Context: an optimization exercise on an open-source flow, tuned for a short achievable clock period and few clock cycles. The choices shown serve that exercise and are no tape-out recipe.
At most, simulation tests tie the RTL to the original design; equivalence was not proved.
Power is estimated from default activity; no workload was simulated.

## MU0
module MU0 (
           input  wire         Clk,
           input  wire         Reset,
           input  wire [15:0]  Din,
           output wire         Rd,
           output wire         Wr,
           output wire [11:0]  Addr,
           output wire [15:0]  Dout,
           output wire         Halted
	   );
localparam S_FETCH = 2'd0;   
localparam S_OPER  = 2'd1;   
localparam S_STORE = 2'd2;   
localparam S_HALT  = 2'd3;   
reg [1:0]  state;
reg [11:0] pc;        
reg [11:0] addr_r;
reg        rd_r, wr_r, halted_r;
reg [15:0] acc;
reg        op_lda, op_sub;   
wire [2:0]  op = Din[14:12];
wire [11:0] s  = Din[11:0];
wire [11:0] pc_inc = pc + 12'd1;
wire taken = (op == 3'd4) |
             (op == 3'd5 & ~acc[15]) |
             (op == 3'd6 & (|acc));
wire [15:0] sum = acc + (Din ^ {16{op_sub}}) + {15'd0, op_sub};
always @(posedge Clk or posedge Reset)
  if (Reset) begin
    state    <= S_FETCH;
    pc       <= 12'd0;
    addr_r   <= 12'd0;
    rd_r     <= 1'b1;
    wr_r     <= 1'b0;
    halted_r <= 1'b0;
    acc      <= 16'd0;
    op_lda   <= 1'b0;
    op_sub   <= 1'b0;
  end else begin
    case (state)
      S_FETCH: begin
        op_lda <= (op == 3'd0);
        op_sub <= (op == 3'd3);
        case (op)
          3'd0, 3'd2, 3'd3: begin
            state  <= S_OPER;
            addr_r <= s;
            pc     <= pc_inc;
            rd_r   <= 1'b1;
            wr_r   <= 1'b0;
          end
          3'd1: begin
            state  <= S_STORE;
            addr_r <= s;
            pc     <= pc_inc;
            rd_r   <= 1'b0;
            wr_r   <= 1'b1;
          end
          3'd7: begin
            state    <= S_HALT;
            rd_r     <= 1'b0;
            wr_r     <= 1'b0;
            halted_r <= 1'b1;
          end
          default: begin
            addr_r <= taken ? s : pc_inc;
            pc     <= taken ? s : pc_inc;
            rd_r   <= 1'b1;
  ...
Size: about 420 cells after synthesis, roughly 47 flip-flops, about 49 I/O pins, ~3400 um^2 of cells after synthesis.
==> flow/config.mk <==
export PLATFORM = sky130hd
export DESIGN_NAME = MU0
export DESIGN_NICKNAME = MU0
export VERILOG_FILES = /design/flow/design.v
export SDC_FILE = /design/flow/constraint.sdc
export NUM_CORES = 4
export LEC_CHECK = 0
export CAP_MARGIN = 20
export CORE_MARGIN = 2
export CORE_UTILIZATION = 40
export SLEW_MARGIN = 20
==> flow/constraint.sdc <==
create_clock -name core_clock -period 4.0 [get_ports {Clk}]
set_input_delay 0.8000 -clock core_clock [delete_from_list [all_inputs] [get_ports {Clk}]]
set_output_delay 0.8000 -clock core_clock [all_outputs]
set_load 0.01 [all_outputs]
run.sh (not shown) runs the stock make flow with config.mk's settings and CLKGATE_MAP_FILE= SYNTH_SCRIPT=/design/flow/synth_recipe.tcl, a recipe that flattens the netlist after the stock synthesis.
Edit:
ABC_CLOCK_PERIOD_IN_PS = 1000   (was not set)
SETUP_SLACK_MARGIN = 2.5   (was not set)
Hold slack is worse by 0.0035 ns.
Worst setup slack is better by 0.62 ns.
Flip-flop and latch count does not change.
First-iteration DRC count falls by 22%.
Clock skew rises by 0.0041 ns.
Design area rises by 18%.
No functional check of the RTL was part of any run of this note.

========
## job 5416
The RTL this note starts from:
==> flow/design.v <==
`timescale 1ns/100ps
`default_nettype none
module MU0_inv   (input wire a, output wire y);           assign y = ~a; endmodule
module MU0_nand2 (input wire a, b, output wire y);        assign y = ~(a & b); endmodule
module MU0_nor2  (input wire a, b, output wire y);        assign y = ~(a | b); endmodule
module MU0_aoi21 (input wire a1, a2, b1, output wire y);  assign y = ~((a1 & a2) | b1); endmodule
module MU0_oai21 (input wire a1, a2, b1, output wire y);  assign y = ~((a1 | a2) & b1); endmodule
module MU0_xnor2 (input wire a, b, output wire y);        assign y = ~(a ^ b); endmodule
module MU0_mux2  (input wire a0, a1, s, output wire y);   assign y = s ? a1 : a0; endmodule
`default_nettype wire
`timescale 1ns/100ps
`default_nettype none
module MU0 (
           input  wire         Clk,
           input  wire         Reset,
           input  wire [15:0]  Din,
           output wire         Rd,
           output wire         Wr,
           output wire [11:0]  Addr,
           output wire [15:0]  Dout,
           output wire         Halted
	   );
reg        fetch_r, oper_r, stop_r;
reg        halt_r;
reg [11:0] addr_r;    
reg [11:0] ret_r;     
reg        rd_r, wr_r;
reg [15:0] acc;
reg [15:0] dout_r;    
reg        nz_r;      
reg        lda_r;     
reg [15:0] x_r;       
reg [15:0] k_r;       
wire [2:0]  op = Din[14:12];
wire [11:0] s  = Din[11:0];
wire [11:0] addr_inc = addr_r + 12'd1;
wire        is_lda = (op == 3'd0);
wire        is_sub = (op == 3'd3);
wire        fetch  = fetch_r;
wire to_s = ~op[2] | (op == 3'd4) |
            (op == 3'd5 & ~acc[15]) |
            (op == 3'd6 & nz_r);
wire [15:0] gn0, pn0, g1, p1, gn2, pn2, g3, p3, gn4;
genvar i;
generate
  for (i = 0; i < 16; i = i + 1) begin : pfx
    MU0_nand2 l0g (.a(x_r[i]), .b(Din[i]), .y(gn0[i]));
    MU0_nor2  l0p (.a(x_r[i]), .b(Din[i]), .y(pn0[i]));
    if (i >= 1) begin : l1
      MU0_oai21 g (.a1(pn0[i]), .a2(gn0[i-1]), .b1(gn0[i]), .y(g1[i]));
    end else begin : l1
      MU0_inv   g (.a(gn0[i]), .y(g1[i]));
    end
    if (i >= 2) begin : l1p
      MU0_nor2  p (.a(pn0[i]), .b(pn0[i-1]), .y(p1[i]));
    end else begin : l1p
      assign p1[i] = 1'b0;
    end
    if (i >= 2) begin : l2
      MU0_aoi21 g (.a1(p1[i]), .a2(g1[i-2]), .b1(g1[i]), .y(gn2[i]));
    end else begin : l2
      MU0_inv   g (.a(g1[i]), .y(gn2[i]));
    end
    if (i >= 4) begin : l2p
      MU0_nand2 p (.a(p1[i]), .b(p1[i-2]), .y(pn2[i]));
    end else begin : l2p
      assign pn2[i] = 1'b1;
    end
    if (i >= 4) begin : l3
      MU0_oai21 g (.a1(pn2[i]), .a2(gn2[i-4]), .b1(gn2[i]), .y(g3[i]));
    end else begin : l3
      MU0_inv   g (.a(gn2[i]), .y(g3[i]));
    end
    if (i >= 8) begin : l3p
      MU0_nor2  p (.a(pn2[i]), .b(pn2[i-4]), .y(p3[i]));
    end else begin : l3p
      assign p3[i] = 1'b0;
    end
    if (i >= 8) begin : l4
      MU0_aoi21 g (.a1(p3[i]), .a2(g3[i-8]), .b1(g3[i]), .y(gn4[i]));
    end else begin : l4
      MU0_inv   g (.a(g3[i]), .y(gn4[i]));
    end
  end
endgenerate
wire [15:0] h = acc ^ Din;
wire [15:0] a = ~oper_r ? acc : lda_r ? Din : h;
wire [15:0] acc_next;
assign acc_next[0] = a[0];
generate
  for (i = 1; i < 16; i = i + 1) begin : fin
    MU0_xnor2 x (.a(a[i]), .b(gn4[i-1]), .y(acc_next[i]));
  end
endgenerate
wire        res_nz = |(Din ^ k_r);
wire [15:0] on1, o2, on3, o4;
generate
  for (i = 0; i < 16; i = i + 1) begin : nor_pfx
    if (i >= 1) begin : l1
      MU0_nor2  g (.a(acc[i]), .b(acc[i-1]), .y(on1[i]));
    end else begin : l1
      MU0_inv   g (.a(acc[i]), .y(on1[i]));
    end
    if (i >= 2) begin : l2
      MU0_nand2 g (.a(on1[i]), .b(on1[i-2]), .y(o2[i]));
    end else begin : l2
      MU0_inv   g (.a(on1[i]), .y(o2[i]));
    end
    if (i >= 4) begin : l3
      MU0_nor2  g (.a(o2[i]), .b(o2[i-4]), .y(on3[i]));
    end else begin : l3
      MU0_inv   g (.a(o2[i]), .y(on3[i]));
    end
    if (i >= 8) begin : l4
      MU0_nand2 g (.a(on3[i]), .b(on3[i-8]), .y(o4[i]));
    end else begin : l4
      MU0_inv   g (.a(on3[i]), .y(o4[i]));
    end
  end
endgenerate
wire [15:0] acc_neg = acc ^ {o4[14:0], 1'b0};
always @(posedge Clk) begin
  k_r    <= is_lda ? 16'd0 : is_sub ? acc : acc_neg;
  lda_r  <= fetch & is_lda;
  ret_r  <= addr_inc;
  dout_r <= acc;
end
always @(posedge Clk) begin
  x_r <= (~Reset & fetch & ~op[2] & op[1]) ? acc ^ {16{is_sub}} : 16'd0;
  if (Reset) begin
    addr_r <= 12'd0;
    rd_r   <= 1'b1;
  end else if (fetch) begin
    addr_r <= to_s ? s : addr_inc;
    rd_r   <= ~((op == 3'd1) | (op == 3'd7));
  end else if (~stop_r) begin
    addr_r <= ret_r;
    rd_r   <= 1'b1;
  end
end
always @(posedge Clk)
  if (Reset) begin
    fetch_r <= 1'b1;
    oper_r  <= 1'b0;
    stop_r  <= 1'b0;
  end else begin
    fetch_r <= fetch_r ? (op[2] & (op != 3'd7)) : ~stop_r;
    oper_r  <= fetch_r & ~op[2] & (op != 3'd1);
    stop_r  <= stop_r | (fetch_r & (op == 3'd7));
  end
always @(posedge Clk or posedge Reset)
  if (Reset) begin
    halt_r  <= 1'b0;
    wr_r    <= 1'b0;
    acc     <= 16'd0;
    nz_r    <= 1'b0;
  end else begin
    acc <= acc_next;
    if (oper_r)
      nz_r <= res_nz;
    wr_r   <= fetch & (op == 3'd1);
    halt_r <= halt_r | (fetch & (op == 3'd7));
  end
assign Addr   = addr_r;
assign Rd     = rd_r;
assign Wr     = wr_r;
assign Dout   = dout_r;
assign Halted = halt_r;
endmodule
`default_nettype wire
export LEC_CHECK = 0
export CAP_MARGIN = 20
export CORE_MARGIN = 2
export CORE_UTILIZATION = 65
export PLACE_DENSITY = 0.75
export SETUP_SLACK_MARGIN = 2.5
export SLEW_MARGIN = 20
export SYNTH_HIERARCHICAL = 1
export SYNTH_MINIMUM_KEEP_SIZE = 0
create_clock -name core_clock -period 4.0 [get_ports {Clk}]
Job 5416 got as far as global routing, where a tool error ended the run.
### job 5416 -> job 6543
Settings: clearing PLACE_DENSITY, which used to be 0.75; swapping 65 for 40 in CORE_UTILIZATION.
==> summary.txt <==
Comparing job 5416 and job 6543, total half-perimeter wirelength after legalization and detailed placement is lower on job 5416.
Per the comparison of job 6543 with job 5416, vertical die dimension up 26%, floorplan row count up about 26%.
Job 6543: all stages complete, timing, DRC and antenna checks passed
### job 6543 -> job 3766
Settings: putting CTS_CLUSTER_DIAMETER at 150 where nothing was set; putting CTS_CLUSTER_SIZE at 40 where nothing was set.
Results
Part of the total power dissipated in the clock network delta (job 3766 -> job 6543): insignificant. For power share of the combinational group, job 3766 and job 6543 come out practically identical. On area of all placed cells without fillers, job 3766 tracks job 6543 almost exactly. Compared with job 6543, in job 3766 part of the cycle the worst path needs stayed essentially flat, number of gates resized after cts shows no meaningful change, worst-case clock skew essentially unchanged, maximum fanout along the worst path was more or less identical.
No run of this note included a check of the RTL's function; only the layout flow was run.

========
MU0, a different RTL version from the one above (not shown whole).
Size: about 640 cells after synthesis, roughly 110 flip-flops, roughly 49 I/O pins.
Settings: LEC_CHECK=0, CAP_MARGIN=20, CORE_MARGIN=2, CORE_UTILIZATION=40, SETUP_SLACK_MARGIN=3.0, SLEW_MARGIN=20, SYNTH_HIERARCHICAL=1, SYNTH_MINIMUM_KEEP_SIZE=0, TNS_END_PERCENT=100; clock period 4.0 ns.
Testbench counts at the start, summed over its fixed seeds: cycles 83,782.
Change:
SETUP_SLACK_MARGIN = 2.5   (was 3.0)
SYNTH_HIERARCHICAL = not set   (was 1)
SYNTH_MINIMUM_KEEP_SIZE = not set   (was 0)
TNS_END_PERCENT = not set   (was 100)
The changed run completed with no timing, DRC or antenna violations.
Sequential power came out higher by about 2%.
Global-route usage came out lower by 5.3 points.
Total power came out higher by 8.3%.
Routed wire length came out lower by about 25%.
Worst hold slack gets worse by 0.0055 ns.
Register-to-register slack gets worse by 0.62 ns.
Cell count came out lower by about 15%.
Worst setup slack gets worse by 0.68 ns.
Core utilization came out lower by 2.5 points.
Maximum frequency came out lower by 29%.

========
oak:
Starting RTL as in the previous note.
Settings: LEC_CHECK=0, CAP_MARGIN=20, CORE_MARGIN=2, CORE_UTILIZATION=40, PLACE_DENSITY=0.8, SETUP_SLACK_MARGIN=2.5, SLEW_MARGIN=20, SYNTH_HIERARCHICAL=1, SYNTH_MINIMUM_KEEP_SIZE=0; clock period 4.0 ns.
Testbench counts of oak, summed over its fixed seeds: cycles 83,782.
Here is what was changed in the inputs of pine compared with oak.
Settings: PLACE_DENSITY removed (was 0.8); CORE_UTILIZATION changed from 40 to 50.
## What came out
pine completed end to end with timing, DRC and antenna clean.
pine ended up with a lower depth of the critical timing path with buffers and inverters included than oak did.
Smallest hold slack on pine is ahead of oak.
The higher net switching share of the total power came out of pine.
pine reports its path type of the worst setup path as flop to output pin while oak reports primary input to flop.
Of the two values seen for timing startpoint of the critical path, Din[13] was produced by oak and wr_r$_DFF_PP0_ by pine.
pine: part of the total power dissipated in combinational logic is 1.0 points higher than what oak reported.
In the reports for oak and pine, the larger share of total power in the clock network belongs to oak.
## Diff of input files: birch against pine
Settings: CORE_UTILIZATION changed from 50 to 40.
Results
Diff pine -> birch: setup slack moved up; multi-input combinational area share went down; last weighted congestion value of the routability-driven placer went down 1.4%.
The highest attainable clock frequency in birch sits about 3.7% above the value recorded for pine.
[birch] utilization fell 11 points relative to pine
The final hold slack reported for birch is smaller than that of pine by 0.014 ns.
The lower cell area after layout came out of pine.
STATUS die area: birch loses against pine
Against pine, via count of the first global-routing pass in birch rose by a few percent.
Post-layout net count across birch and pine: no real change.
pine has a lower number of clock buffers in the layout than birch.

## port drivers added, routing unchanged
No port has a modelled driver above. Below, the same layouts with a new extraction and two added sets of constraints. Step 1, drivers: a clkbuf_16 drives Clk and a buf_2 each remaining input, both assumed. Step 2, shift: input delay + t, output delay - t, t = (earliest + latest rising clock arrival at the registers) / 2. This alone moves slack from input paths to output paths. a / b / c = ideal / step 1 / step 2; a / b = the first two.
| run | t (ns) | setup WS [ns] | worst register clock-pin slew, ns | worst data-port slew with drivers (ns) | cell pins on the clock port's net |
|---|---|---|---|---|---|
| the first run of note 1 | 0.342 | 0.436 / 0.448 / 0.106 | 0.10 / 0.10 | 0.03 | 1 |
| the second run of note 1 | 0.337 | 1.060 / 1.066 / 0.729 | 0.10 / 0.10 | 0.04 | 1 |
| job 6543 | 0.391 | 2.332 / 2.294 / 1.973 | 0.07 / 0.07 | 0.07 | 1 |
| job 3766 | 0.391 | 2.332 / 2.294 / 1.973 | 0.07 / 0.07 | 0.07 | 1 |
| the first run of note 3 | 0.398 | 2.345 / 2.306 / 1.980 | 0.07 / 0.07 | 0.09 | 1 |
| the second run of note 3 | 0.396 | 1.661 / 1.654 / 1.258 | 0.08 / 0.08 | 0.06 | 1 |
| oak | 0.396 | 2.292 / 2.286 / 1.890 | 0.08 / 0.08 | 0.07 | 1 |
| pine | 0.437 | 2.291 / 2.253 / 2.047 | 0.11 / 0.11 | 0.06 | 1 |
| birch | 0.392 | 2.352 / 2.312 / 1.992 | 0.07 / 0.07 | 0.08 | 1 |
After both steps every run listed still meets setup and hold. The setup slack of the second run of note 3, which loses most, moves by -0.007 ns with the drivers and by -0.403 ns with both steps.
